What follows belongs to an exercise in optimizing a design on an open flow for small area and a short achievable clock period; a production flow would make more cautious choices.
No functional check of the RTL was part of any run shown here.

==> flow/design.v, too long to show whole: its modules and the start of the top module <==
// module MAC: 1296 lines
// module FA: 6 lines
// module AOI21: 5 lines
// module OAI21: 5 lines
// module NAND2: 5 lines
// module NOR2: 5 lines
// module XOR2: 5 lines
// module XNOR2: 5 lines
// module INV: 5 lines
// module HA: 6 lines
module MAC(A,B,out,clk,reset);
  // ...
==> flow/flow/run.sh <==
#!/bin/bash
# The standard layout (standard.sh: standard synthesis and ORFS flow, SDC unchanged),
# with a hook after repair_design that sizes the port buffers and the operand inverters
# (hooks.tcl); knobs.sh holds the cell choices. make's output goes to make_flow.log, each
# ORFS step's log to orfs/logs/.
set -euo pipefail
HERE=$(cd "$(dirname "$0")" && pwd)
source "$HERE/knobs.sh"
export PORT_BUF_IN PORT_BUF_OUT OPND_INV DOWNSIZE HOOK_MARGIN
EXTRA=()
if [[ -n "${CTS_ARGS_K:-}" ]]; then EXTRA+=("CTS_ARGS=$CTS_ARGS_K"); fi
bash standard.sh BUFFER_PORTS_ARGS="-buffer_cell $PORT_BUF_IN" POST_RESIZE_TCL="$HERE/hooks.tcl" SETUP_SLACK_MARGIN=$MARGIN ${EXTRA[@]+"${EXTRA[@]}"} finish > make_flow.log 2>&1
==> flow/flow/hooks.tcl <==
# Sourced by ORFS after repair_design in the resize step (POST_RESIZE_TCL).
# Port buffers: inputs get $::env(PORT_BUF_IN), outputs $::env(PORT_BUF_OUT).
# Inverters fed by an input buffer (the operand inverters of the NOR partial
# products, each driving 16 gates) get $::env(OPND_INV).
set block [ord::get_db_block]
set n_in 0; set n_out 0; set n_inv 0
foreach bterm [$block getBTerms] {
  set net [$bterm getNet]
  if {$net eq "NULL"} continue
  set name [$bterm getName]
  if {$name eq "clk"} continue
  if {[$bterm getIoType] eq "INPUT"} {
    foreach it [$net getITerms] {
      set inst [$it getInst]
      set m [[$inst getMaster] getName]
      if {![string match "sky130_fd_sc_hd__*buf*" $m]} continue
      if {$m ne $::env(PORT_BUF_IN)} { replace_cell [get_cells [$inst getName]] [get_lib_cells $::env(PORT_BUF_IN)] }
      incr n_in
      foreach ot [$inst getITerms] {
        if {![$ot isOutputSignal]} continue
        set onet [$ot getNet]
        if {$onet eq "NULL"} continue
        foreach lt [$onet getITerms] {
          set li [$lt getInst]
          set lm [[$li getMaster] getName]
          if {[string match "sky130_fd_sc_hd__inv_*" $lm] && [$lt isInputSignal] && $::env(OPND_INV) ne ""} {
            replace_cell [get_cells [$li getName]] [get_lib_cells $::env(OPND_INV)]
            incr n_inv
          }
        }
      }
    }
  } else {
    foreach it [$net getITerms] {
      if {![$it isOutputSignal]} continue
      set inst [$it getInst]
      set m [[$inst getMaster] getName]
      if {![string match "sky130_fd_sc_hd__*buf*" $m]} continue
      if {$m ne $::env(PORT_BUF_OUT)} { replace_cell [get_cells [$inst getName]] [get_lib_cells $::env(PORT_BUF_OUT)] }
      incr n_out
    }
  }
}
puts "hooks: $n_in input buffers, $n_out output buffers, $n_inv operand inverters resized"

# Optional: every other cell to its drive-1 size (synthesis picks larger ones for speed),
# then repair_timing aiming at $::env(HOOK_MARGIN) ns of setup slack, so that only the
# cells on the paths that set the achieved period are sized up.
if {[info exists ::env(DOWNSIZE)] && $::env(DOWNSIZE)} {
  set n_down 0
  foreach inst [$block getInsts] {
    set m [[$inst getMaster] getName]
    if {[string match "*dfrtp*" $m] || [string match "*dfstp*" $m]} continue
    if {![regexp {^(sky130_fd_sc_hd__[a-z0-9]+)_([0-9]+)$} $m -> base sz]} continue
    if {$sz <= 1} continue
    set iname [$inst getName]
    if {[string match "input*" $iname] || [string match "output*" $iname]} continue
    if {[string match "sky130_fd_sc_hd__inv*" $m] && $::env(OPND_INV) eq $m} continue
    set lc [get_lib_cells -quiet ${base}_1]
    if {$lc eq ""} continue
    replace_cell [get_cells $iname] $lc
    incr n_down
  }
  puts "hooks: $n_down cells downsized"
}
if {[info exists ::env(HOOK_MARGIN)] && $::env(HOOK_MARGIN) > 0} {
  estimate_parasitics -placement
  puts "hooks: worst slack before [sta::worst_slack_cmd max]"
  repair_timing -setup -setup_margin $::env(HOOK_MARGIN) -match_cell_footprint -verbose
  puts "hooks: worst slack after [sta::worst_slack_cmd max]"
}
==> flow/flow/knobs.sh <==
PORT_BUF_IN=sky130_fd_sc_hd__buf_1
PORT_BUF_OUT=sky130_fd_sc_hd__buf_2
OPND_INV=sky130_fd_sc_hd__inv_4
MARGIN=0
DOWNSIZE=1
HOOK_MARGIN=0
CTS_ARGS_K="-sink_clustering_enable -repair_clock_nets -dont_use_dummy_load -buf_list sky130_fd_sc_hd__clkbuf_8"
==> flow/standard.sh <==
#!/bin/bash
# synth_recipe.tcl (not shown) runs the flow's synth.tcl, then flattens the netlist and writes it again
# the make line also repeats each setting of config.mk as NAME=value (left out here)
make -C /OpenROAD-flow-scripts/flow DESIGN_CONFIG=/design/flow/config.mk WORK_HOME=/design/flow/orfs CLKGATE_MAP_FILE= SYNTH_SCRIPT=/design/flow/synth_recipe.tcl "${@:-finish}"
==> flow/config.mk <==
export PLATFORM = sky130hd
export DESIGN_NAME = MAC
export DESIGN_NICKNAME = MAC
export VERILOG_FILES = /design/flow/design.v
export SDC_FILE = /design/flow/constraint.sdc
export NUM_CORES = 4
export LEC_CHECK = 0
export CAP_MARGIN = 20
export CORE_MARGIN = 2
export CORE_UTILIZATION = 60
export PLACE_DENSITY = 0.8
export SLEW_MARGIN = 20
export SYNTH_HIERARCHICAL = 1
==> flow/constraint.sdc <==
create_clock -name core_clock -period 18.0 [get_ports {clk}]
set_input_delay 3.6000 -clock core_clock [delete_from_list [all_inputs] [get_ports {clk}]]
set_output_delay 3.6000 -clock core_clock [all_outputs]
set_load 0.01 [all_outputs]
==> results by group, run 1 <==
Synth
  • Synthesized flop and latch total: 63
  • Yosys warnings: 7
  • Complex-gate fraction of the synthesized area: 0.0531
  • Register area share after synthesis: 0.160
  • Share of async-settable or async-resettable flops after synthesis: 1.00

Global route
  • Overall track demand over capacity in global routing: 0.282
  • Met1 Use GR: 0.368
  • Initial antenna violation count: 0
  • GR met2 Demand/Resource: 0.454

Routing
  • Final ANT Viol Nets: 0
  • Detailed-routing iteration count for the pre-antenna-repair pass: 5
  • Total number of vias: 6404
  • DRC: 0

Timing
  • Smallest setup slack after layout: 11.36 ns
  • Shortest period the worst path allows: 6.64 ns
  • Unrepaired setup endpoints after global routing: no

Clocking
  • Post-CTS resize count: 0
  • Level count of the clock H-tree: 3
  • Number of buffers added for setup after CTS: 0

Die
  • FP Rows: 46
  • Area of the core region: 0.0159 sq mm
  • Effective utilization at floorplan: 0.618
  • Top-level port count: 70
  • Full die area: 0.0175 sq mm

Final layout
  • Synthesis-to-finish area growth: -4.18%
  • Clock buffers and inverters, area share: 0.0131
  • Largest cell class by area: multi-input combinational cells
  • Total area of sequential cells: 0.00158 sq mm
  • Footprint of the multi-input gates: 0.00688 sq mm

Job
  • Max Cap Viol: 0

Critical path
  • Cell with the largest stage delay on the worst path: sky130_fd_sc_hd__fa_1
  • Critical path class: primary input to flip-flop
  • FF-to-FF setup slack: 12.70 ns

Place
  • Post-Place Worst Slack: 10.83 ns

Worst hold path
  • Hold path start: x[35]

Outcome
  • Run status: finished clean
==> inputs of run 2 (changes only) <==
--- a/flow/design.v
+++ b/flow/design.v
@@ -308,75 +308,84 @@
   wire pp_15_9 = ~(na15 | nb9);
   wire pp_15_10 = ~(na15 | nb10);
   wire pp_15_11 = ~(na15 | nb11);
   wire pp_15_12 = ~(na15 | nb12);
   wire pp_15_13 = ~(na15 | nb13);
   wire pp_15_14 = ~(na15 | nb14);
   wire pp_15_15 = ~(na15 | nb15);
   wire s1, c2;
-  HA us1 (acc[12], pp_0_12, s1, c2);
+  XOR2 us1 (acc[12], pp_0_12, s1);
+  AND2 uc2 (acc[12], pp_0_12, c2);
   wire s3, c4;
   FA us3 (acc[13], pp_0_13, pp_10_3, s3, c4);
   wire s5, c6;
-  HA us5 (pp_11_2, pp_12_1, s5, c6);
+  XOR2 us5 (pp_11_2, pp_12_1, s5);
+  AND2 uc6 (pp_11_2, pp_12_1, c6);
   wire s7, c8;
   FA us7 (acc[14], pp_0_14, pp_10_4, s7, c8);
   wire s9, c10;
   FA us9 (pp_11_3, pp_12_2, pp_13_1, s9, c10);
   wire s11, c12;
-  HA us11 (pp_14_0, pp_1_13, s11, c12);
+  XOR2 us11 (pp_14_0, pp_1_13, s11);
+  AND2 uc12 (pp_14_0, pp_1_13, c12);
   wire s13, c14;
   FA us13 (acc[15], pp_0_15, pp_10_5, s13, c14);
   wire s15, c16;
   FA us15 (pp_11_4, pp_12_3, pp_13_2, s15, c16);
   wire s17, c18;
   FA us17 (pp_14_1, pp_15_0, pp_1_14, s17, c18);
   wire s19, c20;
-  HA us19 (pp_2_13, pp_3_12, s19, c20);
+  XOR2 us19 (pp_2_13, pp_3_12, s19);
+  AND2 uc20 (pp_2_13, pp_3_12, c20);
   wire s21, c22;
   FA us21 (acc[16], pp_10_6, pp_11_5, s21, c22);
   wire s23, c24;
   FA us23 (pp_12_4, pp_13_3, pp_14_2, s23, c24);
   wire s25, c26;
   FA us25 (pp_15_1, pp_1_15, pp_2_14, s25, c26);
   wire s27, c28;
-  HA us27 (pp_3_13, pp_4_12, s27, c28);
+  XOR2 us27 (pp_3_13, pp_4_12, s27);
+  AND2 uc28 (pp_3_13, pp_4_12, c28);
   wire s29, c30;
   FA us29 (acc[17], pp_10_7, pp_11_6, s29, c30);
   wire s31, c32;
   FA us31 (pp_12_5, pp_13_4, pp_14_3, s31, c32);
   wire s33, c34;
   FA us33 (pp_15_2, pp_2_15, pp_3_14, s33, c34);
   wire s35, c36;
   FA us35 (acc[18], pp_10_8, pp_11_7, s35, c36);
   wire s37, c38;
   FA us37 (pp_12_6, pp_13_5, pp_14_4, s37, c38);
   wire s39, c40;
   FA us39 (acc[19], pp_10_9, pp_11_8, s39, c40);
   wire s41, c42;
-  HA us41 (acc[8], pp_0_8, s41, c42);
+  XOR2 us41 (acc[8], pp_0_8, s41);
+  AND2 uc42 (acc[8], pp_0_8, c42);
   wire s43, c44;
   FA us43 (acc[9], pp_0_9, pp_1_8, s43, c44);
   wire s45, c46;
-  HA us45 (pp_2_7, pp_3_6, s45, c46);
+  XOR2 us45 (pp_2_7, pp_3_6, s45);
+  AND2 uc46 (pp_2_7, pp_3_6, c46);
   wire s47, c48;
   FA us47 (acc[10], pp_0_10, pp_10_0, s47, c48);
   wire s49, c50;
   FA us49 (pp_1_9, pp_2_8, pp_3_7, s49, c50);
   wire s51, c52;
-  HA us51 (pp_4_6, pp_5_5, s51, c52);
+  XOR2 us51 (pp_4_6, pp_5_5, s51);
+  AND2 uc52 (pp_4_6, pp_5_5, c52);
   wire s53, c54;
   FA us53 (acc[11], pp_0_11, pp_10_1, s53, c54);
   wire s55, c56;
   FA us55 (pp_11_0, pp_1_10, pp_2_9, s55, c56);
   wire s57, c58;
   FA us57 (pp_3_8, pp_4_7, pp_5_6, s57, c58);
   wire s59, c60;
-  HA us59 (pp_6_5, pp_7_4, s59, c60);
+  XOR2 us59 (pp_6_5, pp_7_4, s59);
+  AND2 uc60 (pp_6_5, pp_7_4, c60);
   wire s61, c62;
   FA us61 (pp_10_2, pp_11_1, pp_12_0, s61, c62);
   wire s63, c64;
   FA us63 (pp_1_11, pp_2_10, pp_3_9, s63, c64);
   wire s65, c66;
   FA us65 (pp_4_8, pp_5_7, pp_6_6, s65, c66);
   wire s67, c68;
   FA us67 (pp_7_5, pp_8_4, pp_9_3, s67, c68);
@@ -452,27 +461,30 @@
   FA us137 (pp_15_6, pp_6_15, pp_7_14, s137, c138);
   wire s139, c140;
   FA us139 (acc[22], pp_10_12, pp_11_11, s139, c140);
   wire s141, c142;
   FA us141 (pp_12_10, pp_13_9, pp_14_8, s141, c142);
   wire s143, c144;
   FA us143 (acc[23], pp_10_13, pp_11_12, s143, c144);
   wire s145, c146;
-  HA us145 (acc[5], pp_0_5, s145, c146);
+  XOR2 us145 (acc[5], pp_0_5, s145);
+  AND2 uc146 (acc[5], pp_0_5, c146);
   wire s147, c148;
   FA us147 (acc[6], pp_0_6, pp_1_5, s147, c148);
   wire s149, c150;
-  HA us149 (pp_2_4, pp_3_3, s149, c150);
+  XOR2 us149 (pp_2_4, pp_3_3, s149);
+  AND2 uc150 (pp_2_4, pp_3_3, c150);
   wire s151, c152;
   FA us151 (acc[7], pp_0_7, pp_1_6, s151, c152);
   wire s153, c154;
   FA us153 (pp_2_5, pp_3_4, pp_4_3, s153, c154);
   wire s155, c156;
-  HA us155 (pp_5_2, pp_6_1, s155, c156);
+  XOR2 us155 (pp_5_2, pp_6_1, s155);
+  AND2 uc156 (pp_5_2, pp_6_1, c156);
   wire s157, c158;
   FA us157 (pp_1_7, pp_2_6, pp_3_5, s157, c158);
   wire s159, c160;
   FA us159 (pp_4_4, pp_5_3, pp_6_2, s159, c160);
   wire s161, c162;
   FA us161 (pp_7_1, pp_8_0, s41, s161, c162);
   wire s163, c164;
   FA us163 (pp_4_5, pp_5_4, pp_6_3, s163, c164);
@@ -572,21 +584,23 @@
   FA us257 (pp_15_9, pp_9_15, c144, s257, c258);
   wire s259, c260;
   FA us259 (acc[25], pp_10_15, pp_11_14, s259, c260);
   wire s261, c262;
   FA us261 (pp_12_13, pp_13_12, pp_14_11, s261, c262);
   wire s263, c264;
   FA us263 (acc[26], pp_11_15, pp_12_14, s263, c264);
   wire s265, c266;
-  HA us265 (acc[3], pp_0_3, s265, c266);
+  XOR2 us265 (acc[3], pp_0_3, s265);
+  AND2 uc266 (acc[3], pp_0_3, c266);
   wire s267, c268;
   FA us267 (acc[4], pp_0_4, pp_1_3, s267, c268);
   wire s269, c270;
-  HA us269 (pp_2_2, pp_3_1, s269, c270);
+  XOR2 us269 (pp_2_2, pp_3_1, s269);
+  AND2 uc270 (pp_2_2, pp_3_1, c270);
   wire s271, c272;
   FA us271 (pp_1_4, pp_2_3, pp_3_2, s271, c272);
   wire s273, c274;
   FA us273 (pp_4_1, pp_5_0, s145, s273, c274);
   wire s275, c276;
   FA us275 (pp_4_2, pp_5_1, pp_6_0, s275, c276);
   wire s277, c278;
   FA us277 (c146, s149, s147, s277, c278);
@@ -672,17 +686,18 @@
   FA us357 (c260, c262, s263, s357, c358);
   wire s359, c360;
   FA us359 (acc[27], pp_12_15, pp_13_14, s359, c360);
   wire s361, c362;
   FA us361 (pp_14_13, pp_15_12, c264, s361, c362);
   wire s363, c364;
   FA us363 (acc[28], pp_13_15, pp_14_14, s363, c364);
   wire s365, c366;
-  HA us365 (acc[2], pp_0_2, s365, c366);
+  XOR2 us365 (acc[2], pp_0_2, s365);
+  AND2 uc366 (acc[2], pp_0_2, c366);
   wire s367, c368;
   FA us367 (pp_1_2, pp_2_1, pp_3_0, s367, c368);
   wire s369, c370;
   FA us369 (pp_4_0, c266, s269, s369, c370);
   wire s371, c372;
   FA us371 (c270, c268, s271, s371, c372);
   wire s373, c374;
   FA us373 (c272, s275, c274, s373, c374);
@@ -728,17 +743,18 @@
   FA us413 (s355, c352, s357, s413, c414);
   wire s415, c416;
   FA us415 (c356, s359, s361, s415, c416);
   wire s417, c418;
   FA us417 (pp_15_13, c360, s363, s417, c418);
   wire s419, c420;
   FA us419 (acc[29], pp_14_15, pp_15_14, s419, c420);
   wire s421, c422;
-  HA us421 (acc[1], pp_0_1, s421, c422);
+  XOR2 us421 (acc[1], pp_0_1, s421);
+  AND2 uc422 (acc[1], pp_0_1, c422);
   wire s423, c424;
   FA us423 (pp_1_1, pp_2_0, s365, s423, c424);
   wire s425, c426;
   FA us425 (c366, s265, s367, s425, c426);
   wire s427, c428;
   FA us427 (c368, s267, s369, s427, c428);
   wire s429, c430;
   FA us429 (c370, s273, s371, s429, c430);
@@ -788,17 +804,18 @@
   FA us473 (c358, s415, c414, s473, c474);
   wire s475, c476;
   FA us475 (c362, s417, c416, s475, c476);
   wire s477, c478;
   FA us477 (c364, s419, c418, s477, c478);
   wire s479, c480;
   FA us479 (acc[30], pp_15_15, c420, s479, c480);
   wire s481, c482;
-  HA us481 (acc[0], pp_0_0, s481, c482);
+  XOR2 us481 (acc[0], pp_0_0, s481);
+  AND2 uc482 (acc[0], pp_0_0, c482);
   wire s483, c484;
   FA us483 (pp_1_0, c482, s421, s483, c484);
   wire s485, c486;
   FA us485 (c422, c484, s423, s485, c486);
   wire s487, c488;
   FA us487 (c424, s425, c486, s487, c488);
   wire s489, c490;
   FA us489 (c426, s427, c488, s489, c490);
@@ -1325,16 +1342,21 @@
   output y;
   assign y = a ^ b;
 endmodule
 module XNOR2(a, b, y);
   input a, b;
   output y;
   assign y = ~(a ^ b);
 endmodule
+module AND2(a, b, y);
+  input a, b;
+  output y;
+  assign y = a & b;
+endmodule
 module INV(a, y);
   input a;
   output y;
   assign y = ~a;
 endmodule
 module HA(a, b, s, co);
   input a, b;
   output s, co;
==> results by group, run 2 <==
Outcome
  • Run status: finished clean

Final layout
  • Antenna diode count: 0
  • Final nets: 1171
  • Max reg flops: 36
  • Fraction of final layout cells with drive strength greater than 1: 0.0909
  • Fin area: 0.00947 sq mm
  • Most common library cell in the layout ignoring fill and taps: sky130_fd_sc_hd__nor2_1
  • Synthesis-to-finish area growth: -4.24% (about the same)
  • Commonest cells after routing, fill and taps aside: sky130_fd_sc_hd__nor2_1, sky130_fd_sc_hd__fa_1, sky130_fd_sc_hd__dfrtp_1, sky130_fd_sc_hd__a21oi_1, sky130_fd_sc_hd__buf_2
  • Register with the highest flop count: x
  • Registers with the most flip-flops: x: 36 flops, y: 26 flops, cr: 1 flops

Timing
  • Transition time of the tightest slew-check pin: 0.602 ns
  • Unrepaired setup endpoints after global routing: no
  • Sum Neg Setup Slack: 0 ns
  • Worst-case headroom to the max-slew limit: 0.597
  • Final setup fails: 0
  • Smallest setup slack after layout: 11.38 ns (+0.0203 ns)
  • Final number of max-transition violations: 0
  • Tcrit/Tclk final: 0.368
  • Final hold vios: 0
  • Skew final: 0.0233 ns
  • Highest achievable clock rate: 0.151 GHz
  • Shortest period the worst path allows: 6.62 ns (-0.0203 ns)

Critical path
  • Worst path cell trace: buf_1, inv_4, nor2_1, fa_1, fa_1, fa_1, fa_1, fa_1, fa_1
  • Cell occurring most often along the worst timing path: sky130_fd_sc_hd__fa_1
  • Startpoint type of the worst setup path: primary input
  • Critical-path maximum fanout: 16
  • Combined buffer and inverter count along the critical path: 2
  • Critical path class: primary input to flip-flop
  • Arrival time of data at the critical path endpoint: 6.85 ns
  • Peak per-stage delay on the critical path: 0.54 ns
  • Kind of capture point of the worst setup path: flip-flop
  • Required time of the critical path: 18.24 ns
  • Family with the most delay on the worst path: adder cells
  • Cell with the largest stage delay on the worst path: sky130_fd_sc_hd__fa_1

Synth
  • Synthesized flop and latch total: 63 (unchanged)
  • Post-synth EDFFs: 0
  • Synthesized area: 0.00989 sq mm
  • Share of async-settable or async-resettable flops after synthesis: 1.00 (unchanged)
  • Synth area leader: sky130_fd_sc_hd__fa_1
  • Post-synth top area share: 0.464
  • Number of different library cells in the post-synthesis netlist: 15
  • Leading cell types by total area after synthesis: sky130_fd_sc_hd__fa_1, sky130_fd_sc_hd__dfrtp_1, sky130_fd_sc_hd__nor2_1, sky130_fd_sc_hd__buf_6, sky130_fd_sc_hd__a21oi_2
  • Most used DFF post-synth: sky130_fd_sc_hd__dfrtp_1
  • Top cell types by occurrence after synthesis: sky130_fd_sc_hd__nor2_1, sky130_fd_sc_hd__fa_1, sky130_fd_sc_hd__dfrtp_1
  • Yosys warnings: 7 (unchanged)
  • Register area share after synthesis: 0.159 (-0.000689)
  • Top-count cell post-synth: sky130_fd_sc_hd__nor2_1
  • Count of mapped cells out of synthesis: 900
  • Nets in the synthesized netlist: 1189
  • Mean instance size in the synthesized netlist: 11.0 sq um

Clocking
  • Level count of the clock H-tree: 3 (unchanged)
  • Number of buffers added for setup after CTS: 0 (unchanged)
  • Total clock buffers created by CTS: 9
  • Clock latency on the worst-skew pair: 0.36 ns
  • Count of hold buffers inserted by post-cts repair: 0
  • Maximum count of clock buffers along a single path: 2
  • TritonCTS Sinks: 63
  • TritonCTS clock tree: built
  • Clock input transition at the sequential cells of the worst setup and hold paths: 0.07 ns
  • Root buf cell: sky130_fd_sc_hd__clkbuf_8
  • Post-CTS resize count: 0 (unchanged)

Die
  • Area of the core region: 0.0160 sq mm (+0.36%)
  • FP Rows: 46 (unchanged)
  • Die height: 132 microns
  • Top-level port count: 70 (unchanged)
  • Chip width: 132 microns
  • Effective utilization at floorplan: 0.618 (about the same)
  • Full die area: 0.0175 sq mm (+0.42%)

Place
  • GP Congestion: 0.905
  • Post-Place Worst Slack: 10.77 ns (-0.0672 ns)
  • Placed instance area: 0.00932 sq mm
  • Port-buffer cells: 69
  • Total half-perimeter wirelength after legalization and detailed placement: 17100 microns

Global route
  • Initial antenna violation count: 0 (unchanged)
  • GRT Residual Overflow: 0
  • Overall track demand over capacity in global routing: 0.269 (-0.0132)
  • Via count of the first global-routing pass: 6678
  • Wire length of the first global-routing pass: 35500 microns
  • Largest net degree at the start of global routing: 64

Job
  • Max Cap Viol: 0 (unchanged)

Routing
  • Total number of vias: 6286 (-1.8%)
  • Detailed-routing iteration count for the pre-antenna-repair pass: 7 (+2)
  • Average wire per standard cell: 20.3 microns
  • Initial DRC Count: 453
  • DR vias/cell: 5.74
  • DRC: 0 (unchanged)
  • Total wirelength of the detailed-routed design: 22300 microns
  • Final ANT Viol Nets: 0 (unchanged)

Worst hold path
  • Hold/Removal Path Class: flip-flop to flip-flop
==> run 2: area by class of cell <==
type	count	area, sq um
Fill cell	1376	6530
Sequential cell	63	1580
Inverter	44	248
Multi-Input combinational cell	693	6920
Timing Repair Buffer	71	332
Clock buffer	9	124
Tap cell	216	270
==> run 2: path summary, 6_finish.rpt <==
| path | cells past startpoint | endpoint | slack [ns] | start |
|---|---|---|---|---|
| min in group asynchronous | 3 | x[8] | 3.36 | reset |
| hold reg to reg | 1 | x[35] | 0.47 | x[35] |
| setup reg to reg | 13 | y[18] | 12.75 | x[6] |
| hold / removal | 1 | x[35] | 0.47 | x[35] |
| max in group asynchronous | 4 | y[29] | 14.11 | reset |
| setup / recovery | 9 | y[16] | 11.38 | A[0] |
==> run 2: Yosys stat by module, one instance, submodules excluded <==
module / times used / flip-flops and latches / cell area, sq um / cells inside
AND2: 17 / 0 / 6.26 / 1
AOI21: 46 / 0 / 8.76 / 1
FA: 229 / 0 / 20.0 / 1
HA: 26 / 0 / 12.5 / 1
INV: 43 / 0 / 3.75 / 1
MAC: 1 / 63 / 3600 / 420
NAND2: 27 / 0 / 3.75 / 1
NOR2: 21 / 0 / 3.75 / 1
OAI21: 24 / 0 / 5.00 / 1
XNOR2: 24 / 0 / 8.76 / 1
XOR2: 23 / 0 / 8.76 / 1
==> run 2: metal layers <==
| layer | share of wire | GRT usage |
|---|---|---|
| met4 | 0.038 | 0.116 |
| met3 | 0.10 | 0.0707 |
| met2 | 0.48 | 0.419 |
| met1 | 0.38 | 0.361 |
| met5 | 0 | 0 |
==> run 2: kinds of logic (layout without fill, tap and decap cells) <==
family          after synthesis  count (layout)  share of synthesized area
simple gates                321             321                      0.131
fa+ha+maj                   255             255                      0.497
buf+inv                     144             124                      0.118
compound gates               70              70                     0.0529
flops                        63              63                      0.159
xor+xnor                     47              47                     0.0416
==> run 2: metrics by stage <==
stage          hold slack, ns   util  std cells
6_report                0.468  0.592       1096
5_1_grt                 0.479  0.592       1096
4_1_cts                 0.467  0.590       1095
3_5_place_dp            0.457  0.583       1086
3_3_place_gp            0.451  0.589       1086
2_1_floorplan           0.435      -        900

## afterwards: timing with drivers on the ports
No port has a modelled driver above. Below, the same layouts with a new extraction and two added sets of constraints.
Step 1 (the two cells are an assumption about what drives the block):
set clk [get_ports {clk}]
set_driving_cell -lib_cell sky130_fd_sc_hd__clkbuf_16 $clk
set_driving_cell -lib_cell sky130_fd_sc_hd__buf_2 [delete_from_list [all_inputs] $clk]
Step 2 adds t to the input delays and takes it off the output delays; t is the mean of the earliest and latest rising clock arrival at the registers after step 1. Input paths then give back, and output paths get back, about the clock's delay inside the block.
Three values: ideal, step 1, step 2; two values: the first two.
run	shift t [ns]	setup slack, ns	cell pins on the clock port's net
run 1	0.383	11.362 / 11.369 / 10.987	1
run 2	0.387	11.382 / 11.348 / 11.013	1
After both steps every run listed still meets setup and hold. For run 1, which loses most, drivers alone change the setup slack by +0.007 ns; drivers and shift together by -0.375 ns.
